This is an optimization exercise on Yosys and OpenROAD, whose aim is small area and a short achievable clock period, not a production implementation. The RTL was checked by simulation tests, not by an equivalence proof against the original design.

==> inputs of run Y <==
==> flow/design.v (excerpt) <==
module core_top #(
    parameter HART_ID       = 0,
    parameter XLEN          = 32,
    parameter BPU_ENTRY_NUM = 32
)
(
    input                 clk_i,
    input                 rst_i,
    input                 stall_i,
    input  [XLEN-1 : 0]   init_pc_addr_i,
    input  [XLEN-1 : 0]   code_i,
    input                 code_ready_i,
    output [XLEN-1 : 0]   code_addr_o,
    output                code_req_o,
    input  [XLEN-1 : 0]   data_i,
    input                 data_ready_i,
    output [XLEN-1 : 0]   data_o,
    output [XLEN-1 : 0]   data_addr_o,
    output                data_rw_o,       
    output [XLEN/8-1 : 0] data_byte_enable_o,
    output                data_req_o,
    output                data_is_amo_o,
    output [ 4: 0]        data_amo_type_o,
    output                cache_flush_o,
    input                 ext_irq_i,
    input                 tmr_irq_i,
    input                 sft_irq_i
);
wire [XLEN-1 : 0] fet_instr2dec, fet_pc2dec;
wire              fet_branch_hit, fet_branch_decision;
wire              fet_valid2dec;
wire              fet_rs_match;
wire              fet_xcpt_valid2dec;
wire [ 3 : 0]     fet_xcpt_cause2dec;
wire [XLEN-1 : 0] fet_xcpt_tval2dec;
wire [XLEN-1 : 0] dec_pc;
wire [ 4 : 0]     dec_rs1_addr, dec_rs2_addr, dec_rd_addr, dec_csr_imm;
wire              dec_we, dec_re;
wire              dec_is_branch, dec_is_jal, dec_is_jalr;
wire              dec_branch_hit, dec_branch_decision;
wire              dec_illegal_instr;
wire              dec_xcpt_valid;
wire [ 4 : 0]     dec_rs1_addr2fwd, dec_rs2_addr2fwd;
wire [XLEN-1 : 0] dec_rs1_data2fwd, dec_rs2_data2fwd;
wire [11: 0]      dec_csr_addr2fwd;
wire [XLEN-1 : 0] dec_csr_data2fwd;
wire [11 : 0]     dec_csr_addr2csr;
wire              dec_is_csr_instr;
wire [XLEN-1 : 0] dec_imm2exe;
wire [ 1 : 0]     dec_inA_sel2exe, dec_inB_sel2exe, dec_dsize_sel2exe;
wire [ 2 : 0]     dec_regfile_sel2exe, dec_operation_sel2exe;
wire              dec_regfile_we2exe, dec_signex_sel2exe;
wire              dec_alu_muldiv_sel2exe, dec_shift_sel2exe;
wire              dec_is_fencei2exe;
wire              dec_is_amo2exe;
wire [ 4 : 0]     dec_amo_type2exe;
wire              dec_fetch_valid2exe;
  ...
Settings: LEC_CHECK=0, CAP_MARGIN=20, CORE_MARGIN=2, CORE_UTILIZATION=40, SLEW_MARGIN=20; clock period 16.0 ns.
standard.sh (not shown) runs the stock make flow with config.mk's settings and CLKGATE_MAP_FILE= SYNTH_SCRIPT=/design/flow/synth_recipe.tcl, a recipe that flattens the netlist after the stock synthesis.
==> flow/flow/run.sh <==
#!/bin/bash
# Standard ORFS layout (the standard.sh, with the standard synthesis
# unchanged), with repair_timing asked to leave a larger setup margin
# (fixing the worst 5% of endpoints, without gate cloning), larger clock-tree
# sink clusters without dummy loads, denser placement, and buf_4 port buffers.
set -o pipefail
bash standard.sh SETUP_SLACK_MARGIN=11 TNS_END_PERCENT=5 SKIP_GATE_CLONING=1 PLACE_DENSITY=0.75 \
    "CTS_ARGS=-sink_clustering_enable -repair_clock_nets -sink_clustering_size 24 -sink_clustering_max_diameter 80 -dont_use_dummy_load" \
    "BUFFER_PORTS_ARGS=-buffer_cell sky130_fd_sc_hd__buf_4" \
    finish > standard_finish.log 2>&1
==> inputs of run D, as changes to run Y <==
--- a/flow/design.v
+++ b/flow/design.v
@@ -1473,14 +1473,16 @@
 (
     input                   clk_i,
     input                   rst_i,
     input                   stall_i,
     input                   flush_i,
     input  [ 4 : 0]         dec_rd_i,
     output                  rs_match_o,     
+    output [XLEN-1 : 0]     instr_raw_o,
+    output                  nop_o,
     input  [XLEN-1 : 0]     instruction_i,
     input  [XLEN-1 : 0]     pc_i,
     input                   branch_hit_i,
     input                   branch_decision_i,
     output reg [XLEN-1 : 0] pc_o,
     output reg [XLEN-1 : 0] instruction_o,
     output reg              branch_hit_o,
@@ -1508,14 +1510,16 @@
     else if (stall_delay)
         instruction_o = instruction_delay;
     else if (flush_delay)
         instruction_o = 32'h00000013;
     else
         instruction_o = instruction_i;
 end
+assign instr_raw_o = stall_delay ? instruction_delay : instruction_i;
+assign nop_o = rst_i | ~fetch_valid_o | (~stall_delay & flush_delay);
 wire match_nop   = (dec_rd_i == 5'd0);
 wire match_delay = (instruction_delay[19: 15] == dec_rd_i) | (instruction_delay[24: 20] == dec_rd_i);
 wire match_code  = (instruction_i[19: 15] == dec_rd_i) | (instruction_i[24: 20] == dec_rd_i);
 assign rs_match_o = (rst_i | ~fetch_valid_o) ? match_nop :
                     stall_delay ? match_delay :
                     flush_delay ? match_nop : match_code;
 always @(posedge clk_i)
@@ -2185,14 +2189,16 @@
     input                 tmr_irq_i,
     input                 sft_irq_i
 );
 wire [XLEN-1 : 0] fet_instr2dec, fet_pc2dec;
 wire              fet_branch_hit, fet_branch_decision;
 wire              fet_valid2dec;
 wire              fet_rs_match;
+wire [XLEN-1 : 0] fet_instr_raw;    
+wire              fet_nop;
 wire              fet_xcpt_valid2dec;
 wire [ 3 : 0]     fet_xcpt_cause2dec;
 wire [XLEN-1 : 0] fet_xcpt_tval2dec;
 wire [XLEN-1 : 0] dec_pc;
 wire [ 4 : 0]     dec_rs1_addr, dec_rs2_addr, dec_rd_addr, dec_csr_imm;
 wire              dec_we, dec_re;
 wire              dec_is_branch, dec_is_jal, dec_is_jalr;
@@ -2467,16 +2473,16 @@
     .branch_hit_o(bpu_branch_hit),
     .branch_decision_o(bpu_branch_decision),
     .branch_target_addr_o(bpu_branch_target_addr)
 );
 reg_file Register_File(
     .clk_i(clk_i),
     .rst_i(rst_i),
-    .rs1_addr_i(dec_rs1_addr),
-    .rs2_addr_i(dec_rs2_addr),
+    .rs1_addr_i(fet_instr_raw[19: 15]),
+    .rs2_addr_i(fet_instr_raw[24: 20]),
     .regfile_we_i(wbk_rd_we),
     .rd_addr_i(wbk_rd_addr),
     .rd_data_i(wbk_rd_data),
     .rs1_data_o(rfu_rs1_data2dec),
     .rs2_data_o(rfu_rs2_data2dec)
 );
 program_counter Program_Counter(
@@ -2504,14 +2510,16 @@
 fetch Fetch(
     .clk_i(clk_i),
     .rst_i(rst_i),
     .stall_i(stall_pipeline || (stall_from_hazard && !irq_taken)),
     .flush_i(plc_flush2fet || csr_irq_taken),
     .dec_rd_i(dec_rd_addr),
     .rs_match_o(fet_rs_match),
+    .instr_raw_o(fet_instr_raw),
+    .nop_o(fet_nop),
     .branch_hit_i(bpu_branch_hit),
     .branch_decision_i(bpu_branch_decision),
     .instruction_i(code_i),
     .pc_i(pcu_pc),
     .pc_o(fet_pc2dec),
     .instruction_o(fet_instr2dec),
     .branch_hit_o(fet_branch_hit),
@@ -2525,18 +2533,18 @@
     .clk_i(clk_i),
     .rst_i(rst_i),
     .stall_i(stall_pipeline),
     .flush_i(plc_flush2dec || csr_irq_taken),
     .instruction_i(fet_instr2dec),
     .branch_hit_i(fet_branch_hit),
     .branch_decision_i(fet_branch_decision),
-    .csr_data_i(csr_data2dec),
+    .csr_data_i(fet_nop ? {XLEN{1'b0}} : csr_data2dec),
     .privilege_lvl_i(privilege_level),
-    .rs1_data_i(rfu_rs1_data2dec),
-    .rs2_data_i(rfu_rs2_data2dec),
+    .rs1_data_i(fet_nop ? {XLEN{1'b0}} : rfu_rs1_data2dec),
+    .rs2_data_i(fet_nop ? {XLEN{1'b0}} : rfu_rs2_data2dec),
     .rs1_addr_o(dec_rs1_addr),
     .rs2_addr_o(dec_rs2_addr),
     .illegal_instr_o(dec_illegal_instr),
     .xcpt_valid_dec_o(dec_xcpt_valid),
     .imm_o(dec_imm2exe),
     .inputA_sel_o(dec_inA_sel2exe),
     .inputB_sel_o(dec_inB_sel2exe),
@@ -2711,15 +2719,15 @@
     .xcpt_tval_o(wbk_xcpt_tval2csr)
 );
 csr_file #( .HART_ID(HART_ID) )
 CSR(
     .clk_i(clk_i),
     .rst_i(rst_i),
     .stall_i(stall_pipeline),
-    .csr_raddr_i(dec_csr_addr2csr),
+    .csr_raddr_i(fet_instr_raw[31: 20]),
     .csr_data_o(csr_data2dec),
     .csr_we_i(wbk_csr_we),
     .csr_waddr_i(wbk_csr_addr),
     .csr_wdata_i(wbk_csr_data),
     .fetch_valid_i(wbk_fetch_valid2csr),
     .ext_irq_i(ext_irq_i),
     .tmr_irq_i(tmr_irq_i),
==> flow/flow/run.sh (replaced) <==
#!/bin/bash
# Standard ORFS layout (the standard.sh, with the standard synthesis
# unchanged), with repair_timing asked to leave a larger setup margin
# (fixing the worst 15% of endpoints, without gate cloning), larger clock-tree
# sink clusters without dummy loads, denser placement, and buf_4 port buffers.
set -o pipefail
bash standard.sh SETUP_SLACK_MARGIN=11 TNS_END_PERCENT=15 SKIP_GATE_CLONING=1 PLACE_DENSITY=0.7 \
    "CTS_ARGS=-sink_clustering_enable -repair_clock_nets -sink_clustering_size 24 -sink_clustering_max_diameter 80 -dont_use_dummy_load" \
    "BUFFER_PORTS_ARGS=-buffer_cell sky130_fd_sc_hd__buf_4" \
    finish > standard_finish.log 2>&1
==> results.json <==
{
  "outcome": "failed layout checks",
  "drv_slew": 3,
  "cp_data_required_time_ns": 16.73,
  "cap_viol_max_count": 1,
  "grtUsageTotal_pct": 36.8,
  "dr.pass1.iters": 13,
  "synthAdderAreaFrac_pct": 4.28,
  "internal_power_mw": 17.4,
  "so_faults": "capacitance limit, slew limit"
}
Source of the figures above: run D

==> results.json <==
{
  "outcome": "timing/DRC/antenna clean",
  "dr.pass1.iters": 11,
  "synthAdderAreaFrac_pct": 4.29,
  "drv_slew": 0,
  "cap_viol_max_count": 0
}
Source of the figures above: run Y

[afterwards: timing with drivers on the ports]
The flow's constraints put no driver on any port. The routed layouts listed below were extracted and timed again, unchanged, in two steps. Step 1 assumes that a clkbuf_16 drives the clock port and a buf_2 every other input. Step 2 adds t to the input delays and takes it off the output delays; t is the mean of the earliest and latest rising clock arrival at the registers after step 1. Input paths then give back, and output paths get back, about the clock's delay inside the block. Three values: ideal, step 1, step 2; two values: the first two.
run	shift t [ns]	setup slack, ns	slew at the worst register clock pin (ns)
run Y	1.157	10.244 / 10.323 / 9.165	0.11 / 0.11
run D	1.130	10.415 / 10.291 / 9.428	0.11 / 0.11
For run Y, which loses most, drivers alone change the setup slack by +0.079 ns; drivers and shift together by -1.079 ns.
